Context: an optimization exercise on an open-source flow, tuned for small area. The choices shown serve that exercise and are no tape-out recipe.
In this exercise RTL edits were held to simulation tests only and were not proved equivalent to the original.
Power figures rest on the tool's default switching activity, not on a simulated workload.

==> design/flow/config.mk <==
export PLATFORM = sky130hd
export DESIGN_NAME = calc_cost_bt
export DESIGN_NICKNAME = calc_cost_bt
export VERILOG_FILES = /design/flow/design.v
export SDC_FILE = /design/flow/constraint.sdc
export NUM_CORES = 8
export LEC_CHECK = 0
export CAP_MARGIN = 20
export CORE_MARGIN = 2
export CORE_UTILIZATION = 60
export CTS_CLUSTER_DIAMETER = 100
export CTS_CLUSTER_SIZE = 20
export SLEW_MARGIN = 20
==> design/flow/constraint.sdc <==
create_clock -name core_clock -period 12.0 [get_ports {clk}]
set_input_delay 2.4000 -clock core_clock [delete_from_list [all_inputs] [get_ports {clk}]]
set_output_delay 2.4000 -clock core_clock [all_outputs]
set_load 0.01 [all_outputs]
==> design/flow/design.v <==
`timescale 1ns / 1ns  
`default_nettype none
module minmax3_0cycle #(parameter Width=8) (
	input wire [Width-1:0] i_d0,
	input wire [Width-1:0] i_d1,
	input wire [Width-1:0] i_d2,
	output wire [Width-1:0] o_min,
	output wire [Width-1:0] o_max
);
wire [Width-1:0] lo01 = (i_d0 > i_d1) ? i_d1 : i_d0;
wire [Width-1:0] hi01 = (i_d0 > i_d1) ? i_d0 : i_d1;
assign o_min = (lo01 > i_d2) ? i_d2 : lo01;
assign o_max = (hi01 > i_d2) ? hi01 : i_d2;
endmodule
module bt_lane (
	input wire [7:0] nu, u, nu1, nu0,
	input wire [6:0] nug, ug, ug1, ug0p1,
	input wire [7:0] v1, nv0, v,
	input wire [6:0] vg1, nvg0, nvg,
	output wire [7:0] cost
);
wire [8:0] sa = {1'b0, v1} + {1'b0, nu};            
wire [8:0] sb = {1'b0, u}  + {1'b0, nv0};           
wire [8:0] sc = {1'b0, v}  + {1'b0, nu1} + 9'd1;    
wire [8:0] sd = {1'b0, v}  + {1'b0, nu0};           
wire [5:0] c0 = ({6{~sa[8]}} & ~sa[7:2]) | ({6{~sb[8]}} & ~sb[7:2]);
wire [5:0] c1 = ({6{ sc[8]}} &  sc[7:2]) | ({6{~sd[8]}} & ~sd[7:2]);
wire [5:0] ci = (c0 >= c1) ? c1 : c0;
wire [7:0] ga = {1'b0, vg1}   + {1'b0, nug};        
wire [7:0] gb = {1'b0, ug}    + {1'b0, nvg0};       
wire [7:0] gc = {1'b0, ug1}   + {1'b0, nvg};        
wire [7:0] gd = {1'b0, ug0p1} + {1'b0, nvg};        
wire [6:0] g0 = ({7{~ga[7]}} & ~ga[6:0]) | ({7{~gb[7]}} & ~gb[6:0]);
wire [6:0] g1 = ({7{~gc[7]}} & ~gc[6:0]) | ({7{ gd[7]}} &  gd[6:0]);
wire [6:0] gi = (g0 >= g1) ? g1 : g0;
assign cost = {2'b0, ci} + {1'b0, gi};
endmodule
module bt_pair (
	input wire        rev,
	input wire [7:0]  nu, u, nu1, nu0,
	input wire [6:0]  nug, ug, ug1, ug0p1,
	input wire [44:0] e_lo,
	input wire [44:0] e_hi,
	output wire [7:0] o_lo,
	output wire [7:0] o_hi
);
wire [7:0] cost_lo, cost_hi;
bt_lane lane_lo (
	.nu(nu), .u(u), .nu1(nu1), .nu0(nu0), .nug(nug), .ug(ug), .ug1(ug1), .ug0p1(ug0p1),
	.v1(e_lo[44:37]), .nv0(e_lo[36:29]), .v(e_lo[28:21]),
	.vg1(e_lo[20:14]), .nvg0(e_lo[13:7]), .nvg(e_lo[6:0]),
	.cost(cost_lo)
);
bt_lane lane_hi (
	.nu(nu), .u(u), .nu1(nu1), .nu0(nu0), .nug(nug), .ug(ug), .ug1(ug1), .ug0p1(ug0p1),
	.v1(e_hi[44:37]), .nv0(e_hi[36:29]), .v(e_hi[28:21]),
	.vg1(e_hi[20:14]), .nvg0(e_hi[13:7]), .nvg(e_hi[6:0]),
	.cost(cost_hi)
);
assign o_lo = rev ? cost_lo : cost_hi;
assign o_hi = rev ? cost_hi : cost_lo;
endmodule
`timescale 1ns / 1ns  
`default_nettype none
module calc_cost_bt (
    input wire                     clk,
    input wire                     rst,
    input wire [11-1:0]   i_width,
    input wire             [7:0]   i_pixel_left_row0,
    input wire             [7:0]   i_pixel_left_row1,
    input wire             [7:0]   i_pixel_left_row2,
    input wire             [7:0]   i_pixel_right_row0,
    input wire             [7:0]   i_pixel_right_row1,
    input wire             [7:0]   i_pixel_right_row2,
    input wire                     i_rst_calc_cost,
    input wire                     i_reverse,
    input wire [8-1:0]   i_min_disp,
    input wire [8-1:0]   i_max_disp,
    output reg    [128*8-1:0]   o_data,
    output reg                     o_valid,
    output reg                     o_calc_cost_one_row_done
);
reg   [11-1:0] x;
reg               [2:0] delay_cycles;
reg                     go;
reg                     state;
localparam
Idle = 0,
Running = 1;
wire [11:0] x_valid_fwd = {4'd0, i_max_disp} + 12'd6;
wire [11:0] x_valid_rev = {4'd0, i_min_disp} + 128 + 5;
wire [11:0] x_end_fwd   = {1'b0, i_width} + 12'd7;
wire [11:0] x_end_rev   = {1'b0, i_width} + 128 + {4'd0, i_min_disp} - {4'd0, i_max_disp} + 6;
wire hit_valid = ({1'b0, x} == (i_reverse ? x_valid_rev : x_valid_fwd));
wire hit_end   = ({1'b0, x} == (i_reverse ? x_end_rev   : x_end_fwd));
always @(posedge clk)
if (rst) begin
    state                         <= Idle;
    x                             <= 0;
    o_valid                       <= 0;
    go                            <= 0;
    delay_cycles                  <= 0;
    o_calc_cost_one_row_done      <= 1;
end else begin
    if (state==Idle && i_rst_calc_cost) begin
        state                     <= Running;
        x                         <= 0;
        o_valid                   <= 0;
        go                        <= 1;
        o_calc_cost_one_row_done  <= 0;
        delay_cycles              <= 0;
    end
    if (state==Running) begin
        x                                 <= x+1;
        if (hit_valid) begin
            o_valid                   <= 1;
            go                        <= 0;
            delay_cycles              <= 1;
        end
        else if (delay_cycles>0&&delay_cycles < 4) begin
            delay_cycles              <= delay_cycles+1;
        end
        if (delay_cycles==2)
            go                        <= 1;
        if (hit_end) begin
            state                     <= Idle;
            go                        <= 0;
            o_calc_cost_one_row_done  <= 1;
        end
    end
end
wire [11:0] x12 = {1'b0, x};
wire edge_w    = (x12 <= 12'd3) || (x12 >= {1'b0, i_width} + 12'd4);
wire pad_left  = i_reverse ? (x12 <= {4'd0, i_min_disp} + 128 + 2) : edge_w;
wire pad_right = i_reverse ? edge_w :
                 ((x12 <= {4'd0, i_min_disp} + 12'd3) || (x12 >= {1'b0, i_width} + {4'd0, i_min_disp} + 12'd4));
wire [7:0] l_pix, l_pix0, l_pix1;
wire [6:0] l_grd, l_grd0, l_grd1;
wire [7:0] r_pix, r_pix0, r_pix1;
wire [6:0] r_grd, r_grd0, r_grd1;
bt_front front_l (
    .clk(clk), .go(go), .rev(i_reverse), .pad(pad_left),
    .i_row0(i_pixel_left_row0), .i_row1(i_pixel_left_row1), .i_row2(i_pixel_left_row2),
    .o_pix(l_pix), .o_pix0(l_pix0), .o_pix1(l_pix1),
    .o_grd(l_grd), .o_grd0(l_grd0), .o_grd1(l_grd1)
);
bt_front front_r (
    .clk(clk), .go(go), .rev(i_reverse), .pad(pad_right),
    .i_row0(i_pixel_right_row0), .i_row1(i_pixel_right_row1), .i_row2(i_pixel_right_row2),
    .o_pix(r_pix), .o_pix0(r_pix0), .o_pix1(r_pix1),
    .o_grd(r_grd), .o_grd0(r_grd0), .o_grd1(r_grd1)
);
reg [7:0] nu, u, nu1, nu0;
reg [6:0] nug, ug, ug1, ug0p1;
reg [44:0] right_buffer [0:128-1];
integer ii;
always @(posedge clk) begin
    if (go) begin
        nu    <= ~l_pix;
        u     <= l_pix;
        nu1   <= ~l_pix1;
        nu0   <= ~l_pix0;
        nug   <= ~l_grd;
        ug    <= l_grd;
        ug1   <= l_grd1;
        ug0p1 <= l_grd0 + 7'd1;
        for (ii = 0; ii < 128-1; ii = ii+1)
            right_buffer[ii] <= right_buffer[ii+1];
        right_buffer[128-1] <= {r_pix1, ~r_pix0, r_pix, r_grd1, ~r_grd0, ~r_grd};
    end
end
wire [7:0] lane_out [0:128-1];
genvar gi;
generate for (gi = 0; gi < 128/2; gi = gi + 1) begin : g_pair
    bt_pair pair (
        .rev(i_reverse),
        .nu(nu), .u(u), .nu1(nu1), .nu0(nu0),
        .nug(nug), .ug(ug), .ug1(ug1), .ug0p1(ug0p1),
        .e_lo(right_buffer[gi]), .e_hi(right_buffer[128-1-gi]),
        .o_lo(lane_out[gi]), .o_hi(lane_out[128-1-gi])
    );
end endgenerate
always @(posedge clk) begin
    if (go)
        for (ii = 0; ii < 128; ii = ii+1)
            o_data[(128-1-ii)*8 +: 8] <= lane_out[ii];
end
endmodule
module bt_front (
    input wire        clk,
    input wire        go,
    input wire        rev,
    input wire        pad,
    input wire [7:0]  i_row0,
    input wire [7:0]  i_row1,
    input wire [7:0]  i_row2,
    output wire [7:0] o_pix,
    output wire [7:0] o_pix0,
    output wire [7:0] o_pix1,
    output wire [6:0] o_grd,
    output wire [6:0] o_grd0,
    output wire [6:0] o_grd1
);
reg  [7:0] row1_d1, row1_d2, pix_d3, pix_d4, pix_d5;
reg  [9:0] col_d1, col_d2;
reg  [6:0] grd_pre, grd_0, grd_1, grd_2;
wire [9:0] col = {2'b0, i_row0} + {1'b0, i_row1, 1'b0} + {2'b0, i_row2};
wire signed [10:0] sob = rev ? ({1'b0, col_d2} - {1'b0, col}) : ({1'b0, col} - {1'b0, col_d2});
wire [6:0] sob_clip = (sob < -11'sd63) ? 7'd0 : (sob > 11'sd63) ? 7'd126 : sob[6:0] + 7'd63;
always @(posedge clk) begin
    if (go) begin
        row1_d1 <= i_row1;
        row1_d2 <= row1_d1;
        col_d1  <= col;
        col_d2  <= col_d1;
        grd_pre <= sob_clip;
        pix_d3  <= pad ? 8'h3f : row1_d2;
        grd_0   <= pad ? 7'h3f : grd_pre;
        pix_d4  <= pix_d3;
        pix_d5  <= pix_d4;
        grd_1   <= grd_0;
        grd_2   <= grd_1;
    end
end
wire [8:0] pix_l = {1'b0, pix_d3} + {1'b0, pix_d4};
wire [8:0] pix_r = {1'b0, pix_d4} + {1'b0, pix_d5};
wire [7:0] grd_l = {1'b0, grd_0} + {1'b0, grd_1};
wire [7:0] grd_r = {1'b0, grd_1} + {1'b0, grd_2};
minmax3_0cycle #(8) mm_pix (
    .i_d0(pix_l[8:1]), .i_d1(pix_r[8:1]), .i_d2(pix_d4),
    .o_min(o_pix0), .o_max(o_pix1)
);
minmax3_0cycle #(7) mm_grd (
    .i_d0(grd_l[7:1]), .i_d1(grd_r[7:1]), .i_d2(grd_1),
    .o_min(o_grd0), .o_max(o_grd1)
);
assign o_pix = pix_d4;
assign o_grd = grd_1;
endmodule
==> design/flow/flow/run.sh <==
#!/bin/bash
# Own layout flow: the standard flow (standard.sh) unchanged, except that synthesis reads
# the 64 disparity-lane pairs (module bt_pair) as a hand-mapped sky130 netlist written by
# flow/gen_pair.py, which implements the same function as the RTL's bt_pair, instead of
# synthesising them from the RTL. The rest of the design (all registers included) is
# synthesised from the RTL as usual, and floorplan, power grid, placement, CTS and routing are
# standard.sh's own, except that the port buffers standard.sh puts on every input and output
# are the platform's smallest buffer (sky130_fd_sc_hd__buf_1).
set -euo pipefail
W=$(pwd)
python3 flow/gen_pair.py "$W/bt_pair_cells.v" > "$W/gen_pair.log" 2>&1
python3 - "$W" > "$W/prep.log" 2>&1 <<'PY'
import re, sys
w = sys.argv[1]
src = open(f'{w}/design.v').read()
m = re.search(r'^module bt_pair\b.*?^endmodule\b[^\n]*\n', src, re.S | re.M)
assert m, 'module bt_pair not found in design.v'
out = src[:m.start()] + src[m.end():] + '\n' + open(f'{w}/bt_pair_cells.v').read()
open(f'{w}/design_hm.v', 'w').write(out)
print('design_hm.v: bt_pair replaced by the cell netlist')
PY
{
  cat "$W/config.mk"
  echo "export VERILOG_FILES = $W/design_hm.v"
  echo "export BUFFER_PORTS_ARGS = -buffer_cell sky130_fd_sc_hd__buf_1"
} > "$W/config_hm.mk"
sed "s#DESIGN_CONFIG=[^ ]*#DESIGN_CONFIG=$W/config_hm.mk#" "$W/standard.sh" > "$W/standard_hm.sh"
bash "$W/standard_hm.sh" "$@" > "$W/flow.log" 2>&1
==> design/flow/flow/gen_pair.py <==
#!/usr/bin/env python3
"""Writes bt_pair_cells.v: module bt_pair (same ports and function as rtl/minmax3_0cycle.sv)
as a netlist of sky130_fd_sc_hd cells. Usage: gen_pair.py OUT.v"""
import sys

P = 'sky130_fd_sc_hd__'
lines = []
cnt = [0]


def cell(kind, **pins):
    cnt[0] += 1
    conn = ', '.join(f'.{k}({v})' for k, v in pins.items())
    lines.append(f'  {P}{kind} c{cnt[0]} ({conn});')


wires = []


def w(name, width=1):
    wires.append((name, width))
    return name


def add_chain(pfx, a, b, n, cin, need_sum_from):
    """ripple a+b+cin over bits 0..n-1 (a, b lists of net names); cin in {0,1}.
    Returns (sums dict bit->net for bits >= need_sum_from, carry_out net)."""
    sums = {}
    c = None
    for k in range(n):
        s = w(f'{pfx}_s{k}') if k >= need_sum_from else None
        co = w(f'{pfx}_c{k+1}')
        if k == 0:
            if cin == 0:
                if s:
                    cell('ha_1', A=a[0], B=b[0], SUM=s, COUT=co)
                else:
                    cell('and2_1', A=a[0], B=b[0], X=co)
            else:
                if s:
                    cell('xnor2_1', A=a[0], B=b[0], Y=s)
                cell('or2_1', A=a[0], B=b[0], X=co)
        else:
            if s:
                cell('fa_1', A=a[k], B=b[k], CIN=c, SUM=s, COUT=co)
            else:
                cell('maj3_1', A=a[k], B=b[k], C=c, X=co)
        c = co
        if s:
            sums[k] = s
    return sums, c


def bits(name, n):
    return [f'{name}[{k}]' for k in range(n)]


def lane(p, e):
    """cost of one lane; e = entry bus name. Returns list of 8 (net, inverted?)"""
    v1 = [f'{e}[{37+k}]' for k in range(8)]
    nv0 = [f'{e}[{29+k}]' for k in range(8)]
    v = [f'{e}[{21+k}]' for k in range(8)]
    vg1 = [f'{e}[{14+k}]' for k in range(7)]
    nvg0 = [f'{e}[{7+k}]' for k in range(7)]
    nvg = [f'{e}[{k}]' for k in range(7)]
    # intensity: a = v1+nu, b = u+nv0, c = v+nu1+1, d = v+nu0
    sa, ca = add_chain(p + 'ia', v1, bits('nu', 8), 8, 0, 2)
    sb, cb = add_chain(p + 'ib', bits('u', 8), nv0, 8, 0, 2)
    sc, cc = add_chain(p + 'ic', v, bits('nu1', 8), 8, 1, 2)
    sd, cd = add_chain(p + 'id', v, bits('nu0', 8), 8, 0, 2)
    c0 = []
    nc1 = []
    for k in range(6):
        x = w(f'{p}c0_{k}')
        cell('o22ai_1', A1=ca, A2=sa[k+2], B1=cb, B2=sb[k+2], Y=x)   # (~ca&~sa)|(~cb&~sb)
        c0.append(x)
        y = w(f'{p}nc1_{k}')
        cell('a2bb2oi_1', A1_N=cd, A2_N=sd[k+2], B1=cc, B2=sc[k+2], Y=y)  # ~((~cd&~sd)|(cc&sc))
        nc1.append(y)
    # ge = c0 >= c1 = carry(c0 + ~c1 + 1)
    k1 = w(f'{p}ik1')
    cell('or2_1', A=c0[0], B=nc1[0], X=k1)
    kk = k1
    for j in range(1, 6):
        nk = w(f'{p}ik{j+1}')
        cell('maj3_1', A=c0[j], B=nc1[j], C=kk, X=nk)
        kk = nk
    nge = w(f'{p}inge')
    cell('inv_1', A=kk, Y=nge)
    nci = []
    for k in range(6):
        x = w(f'{p}nci_{k}')
        # ~((ge & c1) | (~ge & c0))
        cell('a2bb2oi_1', A1_N=nge, A2_N=nc1[k], B1=nge, B2=c0[k], Y=x)
        nci.append(x)
    # gradient: a = vg1+nug, b = ug+nvg0, c = ug1+nvg, d = ug0p1+nvg
    ga, qa = add_chain(p + 'ga', vg1, bits('nug', 7), 7, 0, 0)
    gb, qb = add_chain(p + 'gb', bits('ug', 7), nvg0, 7, 0, 0)
    gc, qc = add_chain(p + 'gc', bits('ug1', 7), nvg, 7, 0, 0)
    gd, qd = add_chain(p + 'gd', bits('ug0p1', 7), nvg, 7, 0, 0)
    g0 = []
    ng1 = []
    for k in range(7):
        x = w(f'{p}g0_{k}')
        cell('o22ai_1', A1=qa, A2=ga[k], B1=qb, B2=gb[k], Y=x)
        g0.append(x)
        y = w(f'{p}ng1_{k}')
        cell('a2bb2oi_1', A1_N=qc, A2_N=gc[k], B1=qd, B2=gd[k], Y=y)
        ng1.append(y)
    k1 = w(f'{p}gk1')
    cell('or2_1', A=g0[0], B=ng1[0], X=k1)
    kk = k1
    for j in range(1, 7):
        nk = w(f'{p}gk{j+1}')
        cell('maj3_1', A=g0[j], B=ng1[j], C=kk, X=nk)
        kk = nk
    ngg = w(f'{p}gnge')
    cell('inv_1', A=kk, Y=ngg)
    ngi = []
    for k in range(7):
        x = w(f'{p}ngi_{k}')
        cell('a2bb2oi_1', A1_N=ngg, A2_N=ng1[k], B1=ngg, B2=g0[k], Y=x)
        ngi.append(x)
    out = []
    s0 = w(f'{p}s0')
    cell('xor2_1', A=nci[0], B=ngi[0], X=s0)
    out.append((s0, False))
    nk = w(f'{p}ak1')
    cell('or2_1', A=nci[0], B=ngi[0], X=nk)
    for j in range(1, 6):
        s = w(f'{p}ns{j}')
        nk2 = w(f'{p}ak{j+1}')
        cell('fa_1', A=nci[j], B=ngi[j], CIN=nk, SUM=s, COUT=nk2)
        out.append((s, True))
        nk = nk2
    s6 = w(f'{p}s6')
    cell('xor2_1', A=ngi[6], B=nk, X=s6)
    s7 = w(f'{p}s7')
    cell('nor2_1', A=ngi[6], B=nk, Y=s7)
    out.append((s6, False))
    out.append((s7, False))
    return out


lo = lane('L', 'e_lo')
hi = lane('H', 'e_hi')
# o_lo = rev ? cost_lo : cost_hi ; o_hi = rev ? cost_hi : cost_lo
for k in range(8):
    (nl, il), (nh, ih) = lo[k], hi[k]
    assert il == ih
    if il:
        cell('mux2i_1', A0=nh, A1=nl, S='rev', Y=f'o_lo[{k}]')
        cell('mux2i_1', A0=nl, A1=nh, S='rev', Y=f'o_hi[{k}]')
    else:
        cell('mux2_1', A0=nh, A1=nl, S='rev', X=f'o_lo[{k}]')
        cell('mux2_1', A0=nl, A1=nh, S='rev', X=f'o_hi[{k}]')

hdr = '''// generated by gen/gen_pair.py: bt_pair as sky130_fd_sc_hd cells
module bt_pair (
	input wire        rev,
	input wire [7:0]  nu, u, nu1, nu0,
	input wire [6:0]  nug, ug, ug1, ug0p1,
	input wire [44:0] e_lo,
	input wire [44:0] e_hi,
	output wire [7:0] o_lo,
	output wire [7:0] o_hi
);
'''
with open(sys.argv[1], 'w') as f:
    f.write(hdr)
    for n, _ in wires:
        f.write(f'  wire {n};\n')
    f.write('\n'.join(lines) + '\nendmodule\n')
print(f'{cnt[0]} cells', file=sys.stderr)
==> design/flow/standard.sh <==
#!/bin/bash
# synth_recipe.tcl (not shown) runs the flow's synth.tcl, then flattens the netlist and writes it again
# the make line also repeats each setting of config.mk as NAME=value (left out here)
make -C /OpenROAD-flow-scripts/flow DESIGN_CONFIG=/design/flow/config.mk WORK_HOME=/design/flow/orfs CLKGATE_MAP_FILE= SYNTH_SCRIPT=/design/flow/synth_recipe.tcl "${@:-finish}"
==> results.tsv, run 1 <==
metric	value	unit
status	no timing/DRC/antenna violations	
setup_ws	1.54	ns
placed_cell_area	0.466	mm²
syn_area_per_cell	17.4	µm²
cp.arrival	11.33	ns
layout.nets	35100	
wl_per_cell	37.0	µm
ys_types	97	
tns	0	ns
fp.dieW	865	µm
synth_area	0.445	mm²
area_delta_synth_final	7.19	%
cts_htree_levels	5	
final_area	0.477	mm²
synth_edf_count	6997	
r2r-end	o_data[854]$_DFFE_PP_	
relSlewSlack	15.6	%
rr_worst_depth	25	
grt-ovfl-total	0	
post_cts_buffers	0	
p_sw	52.5	mW
io_buffers	1104	
leakage	163	nW
p_comb_share	57.6	%
grt_use_total	37.4	%
ys.flop_type	edfxtp_1	
start_util	60.1	%
rows	316	
dp_slack	1.70	ns
clk_path_buf_depth	4	
place_hpwl	1050	mm
worstMarginPinSlew	1.27	ns
fin_crit_sh	87.2	%
core_area	0.740	mm²
dp.cells	36900	
multi_input_area	0.232	mm²
hold_path_startpoint	front_r.col_d1[1]$_DFFE_PP_	
fmax	95.6	MHz
cts_tree	done	
wl	1380	mm
required	12.87	ns
netlist_instances	25600	
startpoint	nu0[1]$_DFFE_PP_	
fin_cells	37400	
dieHeight	865	µm
grt_pass1_vias	263000	
grt_pass1_wl	1970	mm
hold_slack	0.399	ns
finalCriticalPeriod	10.46	ns
num_io_pins	1105	
viasPerCell	6.86	
swShare	44.1	%
layout.filler_cells	52600	
drtIter0Drc	32400	
numCtsBuffers	400	
worstPathMaxFanout	56	
worst-setup-path-type	flip-flop to flip-flop	
p_int	66.6	mW
rsz0062_at_grt	false	
yosysSeqAreaShare	47.3	%
synth_warnings	4	
drive_above_1_share	3.45	%
register_area	0.210	mm²
hp-class	flip-flop to flip-flop	
slew_violations	0	
power_frac_clock	12.1	%
root_buffer	clkbuf_16	
fin_skew	0.0682	ns
clkTransAtPathRegs	0.09	ns
num_vias	257000	
r2r_start	nu0[1]$_DFFE_PP_	
setup_viol	0	
timing.reg2reg.setup_slack	1.54	ns
hold_depth	0	
ys_ff_latch	7015	
place_congestion	0.971	
grt_max_degree	185	
hold_end	front_r.col_d2[1]$_DFFE_PP_	
die-area	0.748	mm²
postLayoutCoreUtil	64.5	%
hold_viol_final	0	
async_flop_share	0	%
ir_drop	234	µV
power.density	250	mW/mm²
ctsResizeCount	0	
critPathLaunchType	flip-flop	
hold_buffers	0	
first_pass_iters	6	
cts_sinks	7015	
clock_latency	1.14	ns
max_cap_violations	0	
syn_nets	33300	
antenna_found_initial	41	
drtAntennaViolNets	0	
drc_errors	0	
endpoint_kind	flip-flop	
finalPower	119	mW
p_seq_share	30.2	%
[layout make-up]
class,instances,share of cell area [%]
repair buffers,1495,1.86
clock buffers,429,2.17
diodes,22,0.0115
well taps,9858,2.59
flip-flops and latches,7015,44.1
multi-input cells,18000,48.7
inverters,467,0.368
clock inverters,57,0.129
[power groups by stage]
stage                     clock [mW]  sequential [mW]  combinational [mW]
final                           14.5             36.0                68.6
after global routing            15.4             36.3                73.4
after CTS                       14.7             36.0                67.9
after detailed placement           0             36.5                67.4
after global placement             0             36.5                65.8
after floorplan                    0             41.2                39.0
[cell usage in the layout (no fill, tap or decap), types with 34 or more instances in the layout]
master     Yosys  routed
mux2_1       384     384
or2_1        514     514
ha_1         804     804
o21ai_0      107     107
o21a_1        34      34
mux2_2        43      43
a21oi_1      119     118
nand2_1       88      88
edfxtp_1    6997    6997
a2bb2oi_1   3328    3326
xnor2_1       97      97
maj3_1      1920    1920
nor3_1        36      36
buf_1          4    1103
mux2i_1      686     685
xor2_1       297     296
nand3_1       50      50
fa_1        6821    6821
buf_12         0     141
and2_1       396     396
clkbuf_16      0     411
buf_4          1     247
a21o_1        52      52
o22ai_1     1669    1669
inv_1        465     465
nor2_1       229     229
[worst max-delay path by stage]
stage	end	slack, ns	cells after the start
finish	o_data[854]$_DFFE_PP_	1.54	25
global route	o_data[190]$_DFFE_PP_	1.39	26
CTS	o_data[854]$_DFFE_PP_	1.72	25
detailed placement	o_data[854]$_DFFE_PP_	1.70	25
global placement	o_data[846]$_DFFE_PP_	1.88	26
floorplan	front_l.col_d1[0]$_DFFE_PP_	-36.98	0
[logic make-up after synthesis]
logic type / synth area share, %
xor+xnor: 0.783
fa+ha+maj: 37.3
mux: 2.62
simple gates: 1.94
compound gates: 9.63
flops: 47.3
buf+inv: 0.450
[registers in the layout, indices dropped and copies added (netlist names), 10 cells and up]
register        flops
front_l.col_d2     10
x                  11
right_buffer     5760
o_data           1024
front_r.col_d1     10
front_r.col_d2     10
front_l.col_d1     10
[per-layer routing]
layer,wire length (µm),track usage (%),up-vias
met4,63000,13.1,8
met1,550000,54.6,138000
met3,149000,9.52,2353
met5,53,0,-
li1,-,-,102000
met2,620000,55.9,13800
[cells in the mapped netlist (10+ instances only)]
| master | number | share of area [%] |
|---|---|---|
| a211oi_1 | 26 | 0.044 |
| nand3_1 | 50 | 0.056 |
| and3_1 | 15 | 0.021 |
| xnor2_1 | 97 | 0.19 |
| inv_1 | 465 | 0.39 |
| a21o_1 | 52 | 0.088 |
| or2_2 | 17 | 0.024 |
| nand2_1 | 88 | 0.074 |
| or3_1 | 10 | 0.014 |
| o22ai_1 | 1669 | 2.3 |
| o211ai_1 | 20 | 0.034 |
| buf_2 | 12 | 0.013 |
| nor2b_1 | 32 | 0.045 |
| nand3b_1 | 22 | 0.037 |
| nor3_1 | 36 | 0.040 |
| a21oi_1 | 119 | 0.13 |
| o21bai_1 | 16 | 0.027 |
| or2_1 | 514 | 0.72 |
| a31oi_1 | 21 | 0.030 |
| mux2_2 | 43 | 0.11 |
| edfxtp_1 | 6997 | 47 |
| maj3_1 | 1920 | 4.3 |
| nor2_1 | 229 | 0.19 |
| dfxtp_1 | 18 | 0.081 |
| o21ai_0 | 107 | 0.12 |
| a2bb2oi_1 | 3328 | 6.6 |
| clkbuf_1 | 33 | 0.028 |
| nand2b_1 | 24 | 0.034 |
| o21a_1 | 34 | 0.057 |
| mux2i_1 | 686 | 1.5 |
| xor2_1 | 297 | 0.58 |
| fa_1 | 6821 | 31 |
| nand4_1 | 29 | 0.041 |
| o31ai_1 | 14 | 0.024 |
| ha_1 | 804 | 2.3 |
| mux2_1 | 384 | 0.97 |
| and2_1 | 396 | 0.56 |
[critical path: stages (launching register included)]
cell,delay (ns)
edfxtp_1,0.82
buf_12,0.37
maj3_1,0.59
fa_1,0.40
fa_1,0.39
fa_1,0.41
fa_1,0.42
fa_1,0.40
fa_1,0.47
a2bb2oi_1,0.20
or2_1,0.23
maj3_1,0.36
maj3_1,0.36
maj3_1,0.37
maj3_1,0.37
maj3_1,0.35
inv_1,0.25
a2bb2oi_1,0.28
or2_1,0.34
fa_1,0.39
fa_1,0.40
fa_1,0.40
fa_1,0.40
fa_1,0.45
xor2_1,0.19
mux2_1,0.32
==> run 2, diff against run 1 <==
--- a/design/flow/flow/run.sh
+++ b/design/flow/flow/run.sh
@@ -5,6 +5,5 @@
 # synthesising them from the RTL. The rest of the design (all registers included) is
 # synthesised from the RTL as usual, and floorplan, power grid, placement, CTS and routing are
-# standard.sh's own, except that the port buffers standard.sh puts on every input and output
-# are the platform's smallest buffer (sky130_fd_sc_hd__buf_1).
+# standard.sh's own.
 set -euo pipefail
 W=$(pwd)
@@ -20,9 +19,5 @@
 print('design_hm.v: bt_pair replaced by the cell netlist')
 PY
-{
-  cat "$W/config.mk"
-  echo "export VERILOG_FILES = $W/design_hm.v"
-  echo "export BUFFER_PORTS_ARGS = -buffer_cell sky130_fd_sc_hd__buf_1"
-} > "$W/config_hm.mk"
+{ cat "$W/config.mk"; echo "export VERILOG_FILES = $W/design_hm.v"; } > "$W/config_hm.mk"
 sed "s#DESIGN_CONFIG=[^ ]*#DESIGN_CONFIG=$W/config_hm.mk#" "$W/standard.sh" > "$W/standard_hm.sh"
 bash "$W/standard_hm.sh" "$@" > "$W/flow.log" 2>&1
--- a/design/flow/config.mk
+++ b/design/flow/config.mk
@@ -8,6 +8,4 @@
 export CAP_MARGIN = 20
 export CORE_MARGIN = 2
-export CORE_UTILIZATION = 60
-export CTS_CLUSTER_DIAMETER = 100
-export CTS_CLUSTER_SIZE = 20
+export CORE_UTILIZATION = 40
 export SLEW_MARGIN = 20
==> run 2 against run 1 <==
Global-route usage decreased by 8.7 points. Hold slack worse by 0.0048 ns. Combinational power rose by 13%. Die area grew 50%. Sequential power about the same. Wire length up 17%. Largest cell class unchanged.
==> results.tsv, run 2 <==
metric	value	unit	change
num_io_pins	1105		unchanged
core_area	1.11	mm²	was 0.740 mm²
place_congestion	0.964		was 0.971
setup_viol	0		unchanged
tns	0	ns	unchanged
place_hpwl	1230	mm	was 1050 mm
yosysSeqAreaShare	47.3	%	unchanged
yosys-top-cells-count	edfxtp_1, fa_1, a2bb2oi_1		unchanged
drive_above_1_share	6.47	%	was 3.45%
timing.reg2reg.setup_slack	1.32	ns	was 1.54 ns
first_pass_iters	6		unchanged
slowest_stage	edfxtp_1		unchanged
syn_area_per_cell	17.4	µm²	unchanged
hold_buffers	0		unchanged
swShare	44.0	%	was 44.1%
dp.cells	41900		was 36900
ir_drop	295	µV	was 234 µV
final_area	0.508	mm²	was 0.477 mm²
drc_errors	0		unchanged
cp.buffers_inverters	2		unchanged
ys_types	97		unchanged
start_util	40.1	%	was 60.1%
slowest_delay	0.73	ns	was 0.82 ns
cp.arrival	11.55	ns	was 11.33 ns
yosys.area.top_type	edfxtp_1		unchanged
cts_sinks	7015		unchanged
hold_viol_final	0		unchanged
leakage	174	nW	was 163 nW
cts_htree_levels	6		was 5
netlist_instances	25600		unchanged
grt_pass1_vias	274000		was 263000
viasPerCell	5.98		was 6.86
finalCriticalPeriod	10.68	ns	was 10.46 ns
syn_nets	33300		unchanged
cts_tree	done		unchanged
power_frac_clock	18.6	%	was 12.1%
ys.flop_type	edfxtp_1		unchanged
synth_top_cell_area_share	47.2	%	unchanged
drtIter0Drc	29700		was 32400
hp-class	flip-flop to flip-flop		unchanged
power.density	275	mW/mm²	was 250 mW/mm²
area_delta_synth_final	14.2	%	was 7.19%
final_common_cell	edfxtp_1		unchanged
largest_reg_flops	5760		unchanged
numCtsBuffers	805		was 400
netlist_top_cells_area	edfxtp_1, fa_1, a2bb2oi_1		unchanged
worstPathMaxFanout	30		was 56
p_int	78.2	mW	was 66.6 mW
p_sw	61.5	mW	was 52.5 mW
async_flop_share	0	%	unchanged
synth_warnings	4		unchanged
io_buffers	1104		unchanged
clk_path_buf_depth	5		was 4
wl	1610	mm	was 1380 mm
placed_cell_area	0.480	mm²	was 0.466 mm²
rsz0062_at_grt	false		unchanged
finalPower	140	mW	was 119 mW
layout.nets	35600		was 35100
synth_area	0.445	mm²	unchanged
fp.dieW	1.06	mm	was 865 µm
ctsResizeCount	0		unchanged
status	no timing/DRC/antenna violations		unchanged
dieHeight	1.06	mm	was 865 µm
path_delay_family	adder cells		unchanged
yosysMostFrequentCell	edfxtp_1		unchanged
endpoint_kind	flip-flop		unchanged
post_cts_buffers	0		unchanged
grt_pass1_wl	2230	mm	was 1970 mm
regMostFlops	right_buffer		unchanged
p_seq_share	25.9	%	was 30.2%
grt-ovfl-total	0		unchanged
root_buffer	clkbuf_16		unchanged
fin_crit_sh	89.0	%	was 87.2%
worstMarginPinSlew	1.35	ns	was 1.27 ns
grt_max_degree	201		was 185
rows	387		was 316
die-area	1.12	mm²	was 0.748 mm²
wl_per_cell	37.0	µm	about the same
clkTransAtPathRegs	0.06	ns	was 0.09 ns
grt_use_total	28.8	%	was 37.4%
required	12.87	ns	about the same
clock_latency	1.22	ns	was 1.14 ns
synth_edf_count	6997		unchanged
max_cap_violations	0		unchanged
num_vias	261000		was 257000
mostFrequentLayoutCells	edfxtp_1, fa_1, a2bb2oi_1, maj3_1, o22ai_1		unchanged
ys_ff_latch	7015		unchanged
worst-setup-path-type	flip-flop to flip-flop		unchanged
p_comb_share	55.5	%	was 57.6%
critPathLaunchType	flip-flop		unchanged
relSlewSlack	7.61	%	was 15.6%
crit_top_cell	fa_1		unchanged
fmax	93.6	MHz	was 95.6 MHz
drtAntennaViolNets	0		unchanged
fin_cells	43600		was 37400
fin_skew	0.112	ns	was 0.0682 ns
reg.largest.list	right_buffer: 5760 flops, o_data: 1024 flops, x: 11 flops		unchanged
antenna_found_initial	110		was 41
postLayoutCoreUtil	45.8	%	was 64.5%
slew_violations	0		unchanged
-- run 2: cell counts after synthesis --
No cell type changed its count.
-- run 2: area by class of cell --
class,count,area (µm²)
Antenna cell,234,586
Clock buffer,921,20700
Clock inverter,569,6760
Fill cell,95300,602000
Inverter,467,1750
Multi-Input combinational cell,18000,233000
Sequential cell,7015,210000
Tap cell,14800,18500
Timing Repair Buffer,1586,16800
-- run 2: through the flow --
stage	worst slack, ns	hold slack [ns]
final	1.32	0.395
after CTS	1.55	0.415
after global routing	1.22	0.426
after floorplan	-36.98	0.400
after global placement	1.61	0.403
after detailed placement	1.63	0.405
-- run 2: path summary, 6_finish.rpt --
path                                from                          end  depth (start not counted)
max reg2reg             nu0[0]$_DFFE_PP_          o_data[6]$_DFFE_PP_                         26
min reg2reg  front_r.col_d1[8]$_DFFE_PP_  front_r.col_d2[8]$_DFFE_PP_                          0
min          front_r.col_d1[8]$_DFFE_PP_  front_r.col_d2[8]$_DFFE_PP_                          0
max                     nu0[0]$_DFFE_PP_          o_data[6]$_DFFE_PP_                         26
-- run 2: power by group through the flow --
stage / Sequential, mW / Clock (mW) / Combinational [mW]
2_1_floorplan: 41.2 / 0 / 39.0
3_3_place_gp: 36.8 / 0 / 74.9
3_5_place_dp: 36.6 / 0 / 76.4
4_1_cts: 36.3 / 26.4 / 76.9
5_1_grt: 36.5 / 27.3 / 82.2
6_report: 36.2 / 26.0 / 77.5
-- run 2: layer usage --
layer / wire, µm / track usage [%] / vias to the layer above
met5: 185 / 0 / -
met2: 762000 / 46.2 / 12300
li1: - / - / 104000
met3: 140000 / 6.92 / 3197
met4: 104000 / 15.0 / 26
met1: 608000 / 36.4 / 141000
-- run 2: cell families (layout without fill, tap and decap cells) --
group	after synthesis	in the layout	share of synthesized area [%]
fa+ha+maj	9545	9545	37.3
compound gates	5491	5491	9.63
buf+inv	521	3543	0.450
simple gates	1502	1502	1.94
other cells	0	234	0
xor+xnor	396	396	0.783
flops	7015	7015	47.3
mux	1113	1113	2.62

==> port drivers added, routing unchanged <==
No port has a modelled driver above. Below, the same layouts with a new extraction and two added sets of constraints. Step 1 (the two cells are an assumption about what drives the block):
set clk [get_ports {clk}]
set_driving_cell -lib_cell sky130_fd_sc_hd__clkbuf_16 $clk
set_driving_cell -lib_cell sky130_fd_sc_hd__buf_2 [delete_from_list [all_inputs] $clk]
Step 2 also shifts input and output timing later by t, the mid clock arrival at the registers, as if the neighbouring blocks saw the same clock. a / b / c = ideal / step 1 / step 2; a / b = the first two.
| run | t (ns) | setup WS [ns] | worst hold slack (ns) | worst register clock-pin slew, ns | worst slew at a driven data input, ns |
|---|---|---|---|---|---|
| run 1 | 1.264 | 1.539 / 1.539 / 1.539 | 0.399 / 0.399 / 0.399 | 0.10 / 0.10 | 0.06 |
| run 2 | 1.345 | 1.320 / 1.320 / 1.320 | 0.395 / 0.395 / 0.395 | 0.07 / 0.07 | 0.08 |
After both steps setup and hold are still met in every run listed.
